This design comes from an exercise in tuning for small area and a short achievable clock period on the open sky130 flow, not from production work. Only simulation tests tie the RTL to the original design; equivalence was not proved.

Design FIR1, start of the top module:
module FIR1 (X, clk, Y, reset);
  input  [13:0] X;
  input         clk;
  output [13:0] Y;
  input         reset;
  reg [13:0] d1;
  reg [13:0] d2;
  reg [13:0] d3;
  reg [13:0] d4;
  reg [13:0] d5;
  reg [13:0] d6;
  reg [13:0] d7;
  reg [13:0] d8;
  reg [13:0] d9;
  reg [13:0] d10;
  reg [13:0] d11;
  reg [13:0] d12;
  reg [13:0] d13;
  reg [13:0] d14;
  reg [13:0] d15;
  reg [13:0] d16;
  reg [13:0] d17;
  reg [13:0] d18;
  reg [13:0] d19;
  reg [13:0] d20;
  reg [14:0] q2_0;
  reg [14:0] q2_2;
  reg [14:0] q2_3;
  reg [29:0] r2a;
  reg [28:0] r2b;
  reg [27:0] r1;
  reg [13:0] Y;
  wire s1 = d4[0] ^ d14[0];
  wire c2 = d4[0] | d14[0];
  wire s3 = d4[1] ^ d14[1];
  wire c4 = d4[1] | d14[1];
  wire s5, c6;
  FIR1_fa us5 (q2_3[6], q2_3[0], d20[9], s5, c6);
  wire s7, c8;
  FIR1_ha us7 (d18[9], d18[7], s7, c8);
  wire s9, c10;
  FIR1_fa us9 (d4[2], d14[2], q2_3[7], s9, c10);
  wire s11, c12;
  FIR1_fa us11 (q2_3[1], d20[10], d18[10], s11, c12);
  wire s13, c14;
  FIR1_fa us13 (q2_0[12], q2_0[8], q2_0[6], s13, c14);
  wire s15, c16;
  FIR1_fa us15 (d4[3], d14[3], q2_3[8], s15, c16);
  wire s17, c18;
  FIR1_fa us17 (q2_3[2], q2_3[0], d20[11], s17, c18);
  wire s19, c20;
  FIR1_fa us19 (d18[11], d18[9], d18[7], s19, c20);
  wire s21 = q2_0[13] ^ q2_0[9];
  wire c22 = q2_0[13] | q2_0[9];
  wire s23, c24;
  FIR1_fa us23 (q2_0[14], d4[4], d14[4], s23, c24);
  wire s25, c26;
  FIR1_fa us25 (q2_2[14], q2_3[9], q2_3[3], s25, c26);
  wire s27, c28;
  FIR1_fa us27 (q2_3[1], d9[0], d20[12], s27, c28);
  wire s29, c30;
  FIR1_fa us29 (d18[12], d18[10], d18[8], s29, c30);
  wire s31 = q2_0[10] ^ q2_0[8];
  ...
Settings: LEC_CHECK=0, CAP_MARGIN=20, CORE_MARGIN=2, CORE_UTILIZATION=40, CTS_CLUSTER_DIAMETER=150, CTS_CLUSTER_SIZE=20, SLEW_MARGIN=20, SYNTH_HIERARCHICAL=1, SYNTH_MINIMUM_KEEP_SIZE=0, TNS_END_PERCENT=10; clock period 10.0 ns.
standard.sh (not shown) runs the stock make flow with config.mk's settings and CLKGATE_MAP_FILE= SYNTH_SCRIPT=/design/flow/synth_recipe.tcl, a recipe that flattens the netlist after the stock synthesis.
==> flow/flow/run.sh <==
#!/bin/bash
set -euo pipefail
bash standard.sh SETUP_SLACK_MARGIN=6.2 finish > standard_run.log 2>&1
Change:
==> flow/flow/run.sh (replaced) <==
#!/bin/bash
set -euo pipefail
bash standard.sh SETUP_SLACK_MARGIN=6.0 finish > standard_run.log 2>&1
Settings changed: CAP_MARGIN 20 to 10, SLEW_MARGIN 20 to 10, TNS_END_PERCENT 10 to not set.
Outcome: Sequential share of layout area climbs by 0.18 points. Non-clock buffer count drops by 11. Worst setup slack improved by 0.073 ns. Die area does not change. Final cell count drops by 0.41%. Register-to-register slack improved by 0.07 ns. Cell area drops by 0.45%. Worst hold slack barely changes. Via count stays flat.
Change:
==> flow/flow/run.sh (replaced) <==
#!/bin/bash
set -euo pipefail
bash standard.sh SETUP_SLACK_MARGIN=6.3 finish > standard_run.log 2>&1
Settings changed: CAP_MARGIN 10 to 20, CORE_UTILIZATION 40 to 55, CTS_CLUSTER_DIAMETER 150 to not set, CTS_CLUSTER_SIZE 20 to not set, PLACE_DENSITY set to 0.7, SLEW_MARGIN 10 to 20.
Outcome: Sequential share of layout area decreases by 1.7 points. Worst setup slack gets worse by 0.11 ns. Utilization increases by 20 points. Die area decreases by 27%. Sequential cell count does not change. Global-route usage increases by 7.8 points. Critical path depth increases by 4.
Change:
==> flow/run.sh (new file) <==
#!/bin/bash
# synth_recipe.tcl (not shown) runs the flow's synth.tcl, then flattens the netlist and writes it again
# the make line also repeats each setting of config.mk as NAME=value (left out here)
make -C /OpenROAD-flow-scripts/flow DESIGN_CONFIG=/design/flow/config.mk WORK_HOME=/design/flow/orfs CLKGATE_MAP_FILE= SYNTH_SCRIPT=/design/flow/synth_recipe.tcl finish
Settings changed: CORE_UTILIZATION 55 to 40, CTS_CLUSTER_DIAMETER set to 150, CTS_CLUSTER_SIZE set to 20, PLACE_DENSITY 0.7 to not set, SETUP_SLACK_MARGIN set to 5.
removed: flow/flow/run.sh
removed: flow/standard.sh
The changed run produced a clean layout.
Wire length falls by a few percent.
Cell area came out lower by a few percent.
Setup slack got worse by 0.51 ns.
Register-to-register slack degrades by 0.34 ns.
Cell count increases by a few percent.
Critical path depth is unchanged.
Synthesized area stays the same.
Non-clock buffer count decreases by 63.

* * *

## JK
FIR1 again, from the RTL that the note above started with.
==> flow/config.mk <==
export PLATFORM = sky130hd
export DESIGN_NAME = FIR1
export DESIGN_NICKNAME = FIR1
export VERILOG_FILES = /design/flow/design.v
export SDC_FILE = /design/flow/constraint.sdc
export NUM_CORES = 4
export LEC_CHECK = 0
export CAP_MARGIN = 20
export CORE_MARGIN = 2
export CORE_UTILIZATION = 40
export SLEW_MARGIN = 20
export SYNTH_HIERARCHICAL = 1
export SYNTH_MINIMUM_KEEP_SIZE = 0
==> flow/constraint.sdc <==
create_clock -name core_clock -period 10.0 [get_ports {clk}]
set_input_delay 2.0000 -clock core_clock [delete_from_list [all_inputs] [get_ports {clk}]]
set_output_delay 2.0000 -clock core_clock [all_outputs]
set_load 0.01 [all_outputs]
==> flow/flow/run.sh <==
#!/bin/bash
set -euo pipefail
bash standard.sh SETUP_SLACK_MARGIN=6.6 finish > standard_run.log 2>&1
#### Input delta (MS over JK)
Settings: putting CTS_CLUSTER_SIZE at 20 where nothing was set; putting CTS_CLUSTER_DIAMETER at 150 where nothing was set.
==> flow/flow/run.sh <==
#!/bin/bash
set -euo pipefail
bash standard.sh SETUP_SLACK_MARGIN=6.0 finish > standard_run.log 2>&1
## What came out
Most common cell after layout, fill and taps aside: dfrtp_1 -> JK, fa_1 -> MS
On final worst-path setup slack: between MS and JK, it ends up higher for MS.
In the metrics for MS and JK, the one carrying the higher total CTS buffers is JK.
Compare MS and JK | final area lower: MS
Taking JK as the reference, in MS total routed wire length on the met1 layer fell by 6.4%.
[inputs] AL vs MS
Settings: CTS_CLUSTER_SIZE removed (was 20); CTS_CLUSTER_DIAMETER removed (was 150).
==> flow/flow/run.sh <==
#!/bin/bash
set -euo pipefail
bash standard.sh SETUP_SLACK_MARGIN=5.7 finish > standard_run.log 2>&1
[summary]
On cell count, AL tracks MS almost exactly.
Compared with MS, routed via count divided by cell count in AL decreased slightly.
Between AL and MS, utilization after layout is higher for AL, MS comes in under that.
Changes in TR relative to AL:
Settings: CTS_CLUSTER_DIAMETER now 150, previously not set; CTS_CLUSTER_SIZE now 20, previously not set.
==> flow/flow/run.sh <==
#!/bin/bash
set -euo pipefail
bash standard.sh SETUP_SLACK_MARGIN=6.0 "BUFFER_PORTS_ARGS=-buffer_cell sky130_fd_sc_hd__buf_4" finish > standard_run.log 2>&1
--- outcome ---
Going from AL to TR, detailed placer's ending HPWL grew slightly. Maximum frequency, TR and AL: smaller value in AL. On maximum single-stage delay on the critical path: TR sits below AL. Relative to AL, global-route usage decreased by 0.41 points in TR. NOTE: utilization in TR falls short of that of AL. Going from AL to TR, register-to-register slack increased 0.21 ns. TR ends up with a post-layout minimum cycle time that is 0.21 ns lower than in AL.
Relative to TR, the following input files were edited for PW:
Settings: swapping 40 for 50 in CORE_UTILIZATION; putting PLACE_DENSITY at 0.7 where nothing was set.
==> flow/flow/run.sh <==
#!/bin/bash
set -euo pipefail
bash standard.sh SETUP_SLACK_MARGIN=6.0 finish > standard_run.log 2>&1
Findings:
Combined flip-flop and latch cell area delta (PW -> TR): insignificant
Going from TR to PW, minimum setup slack in the final design shows no meaningful change, maximum clock frequency shows no meaningful change.
Relative to TR, met2 wirelength from detailed routing has decreased by about 4.6% in PW.
As far as portion of netlist area occupied by mux cells goes, PW and TR are indistinguishable; the numbers are identical.
Diff TR -> PW: via count rose by 0.44%; design area fell by about 1.3%; number of cells on the critical path stayed essentially flat; die boundary width fell by about 10%.
[PW vs TR] total detailed-routing wirelength: lower in PW

* * *

FIR1, a different RTL version from the one above (not shown whole).
Size in the first run: roughly 1700 cells after synthesis, about 470 flip-flops, about 30 I/O pins.
==> flow/config.mk <==
export PLATFORM = sky130hd
export DESIGN_NAME = FIR1
export DESIGN_NICKNAME = FIR1
export VERILOG_FILES = /design/flow/design.v
export SDC_FILE = /design/flow/constraint.sdc
export NUM_CORES = 4
export LEC_CHECK = 0
export CAP_MARGIN = 20
export CORE_MARGIN = 2
export CORE_UTILIZATION = 40
export CTS_CLUSTER_DIAMETER = 150
export CTS_CLUSTER_SIZE = 20
export SLEW_MARGIN = 20
export SYNTH_HIERARCHICAL = 1
export SYNTH_MINIMUM_KEEP_SIZE = 0
==> flow/constraint.sdc <==
create_clock -name core_clock -period 10.0 [get_ports {clk}]
set_input_delay 2.0000 -clock core_clock [delete_from_list [all_inputs] [get_ports {clk}]]
set_output_delay 2.0000 -clock core_clock [all_outputs]
set_load 0.01 [all_outputs]
==> flow/flow/run.sh <==
#!/bin/bash
set -euo pipefail
bash standard.sh SETUP_SLACK_MARGIN=6.2 finish > standard_run.log 2>&1
Then changed:
==> flow/flow/run.sh (replaced) <==
#!/bin/bash
set -euo pipefail
bash standard.sh SETUP_SLACK_MARGIN=6.45 "BUFFER_PORTS_ARGS=-buffer_cell sky130_fd_sc_hd__buf_4" finish > standard_run.log 2>&1
Settings changed: ABC_AREA set to 1, CTS_CLUSTER_SIZE 20 to 26.
Design area rose by 2.0%.
Synthesized area rose by 2.9%.
Fmax rose by about 7%.
Global-route usage rose by 0.73 points.
Hold slack is worse by 0.015 ns.
Clock skew rose by 0.0067 ns.
Critical path depth fell by 7.
Synthesized cell count rose by about 18%.
Then changed:
==> flow/flow/run.sh (replaced) <==
#!/bin/bash
set -euo pipefail
bash standard.sh SETUP_SLACK_MARGIN=6.3 finish > standard_run.log 2>&1
Settings changed: CTS_CLUSTER_SIZE 26 to 20.
Result: Global-route usage stays flat. Die area does not change. Cell count barely changes. Utilization came out higher by 0.24 points. Worst setup slack gets worse by 0.024 ns. Final area came out higher by 0.53%.
Then changed:
==> flow/flow/run.sh (replaced) <==
#!/bin/bash
set -euo pipefail
bash standard.sh SETUP_SLACK_MARGIN=6.5 finish > standard_run.log 2>&1
Routed wire length came out higher by 0.79%. Global-route usage is higher by 0.20 points. Count of clock-buffer cells in the layout does not change. Worst setup slack got worse by 0.0031 ns. Non-clock buffer count is higher by 10. Area after synthesis is unchanged. Clock skew hardly moves.

[static timing again, ports no longer ideal]
How much do the figures lean on ideal ports? The routed layouts below were timed once more, with nothing changed but the port constraints.
Step 1, drivers: a clkbuf_16 drives clk and a buf_2 each remaining input, both assumed.
Step 2 moves the port delays by t, midway between the first and last clock arrival at a register: inputs arrive t later, outputs are due t later. That takes back most of the time a late clock gives input paths.
a / b / c = ideal / step 1 / step 2; a / b = the first two.
run	t, ns	setup slack, ns	worst setup path after step 2	latest minus earliest clock arrival (ns)	worst slew at a driven data input, ns
the first run of note 1	0.611	6.010 / 6.010 / 5.449	input to register	0.025 / 0.025	0.05
the second run of note 1	0.622	6.083 / 6.083 / 5.525	input to register	0.024 / 0.024	0.05
the third run of note 1	0.626	5.977 / 5.988 / 5.362	input to register	0.019 / 0.020	0.07
the fourth run of note 1	0.609	5.469 / 5.501 / 4.892	input to register	0.028 / 0.028	0.03
JK	0.623	6.056 / 6.056 / 5.442	input to register	0.025 / 0.024	0.06
MS	0.622	6.083 / 6.083 / 5.525	input to register	0.024 / 0.024	0.05
AL	0.611	5.787 / 5.787 / 5.275	input to register	0.019 / 0.019	0.03
TR	0.616	5.997 / 5.997 / 5.437	input to register	0.032 / 0.032	0.05
PW	0.618	6.000 / 6.000 / 5.428	input to register	0.032 / 0.032	0.05
the first run of note 3	0.624	6.146 / 6.161 / 5.537	input to register	0.026 / 0.026	0.08
the second run of note 3	0.617	6.405 / 6.405 / 6.153	input to register	0.033 / 0.033	0.05
the third run of note 3	0.637	6.380 / 6.380 / 5.784	input to register	0.031 / 0.030	0.05
the fourth run of note 3	0.639	6.377 / 6.377 / 6.071	input to register	0.033 / 0.033	0.04
After both steps setup and hold are still met in every run listed. The setup slack of the third run of note 1, which loses most, moves by +0.011 ns with the drivers and by -0.615 ns with both steps.
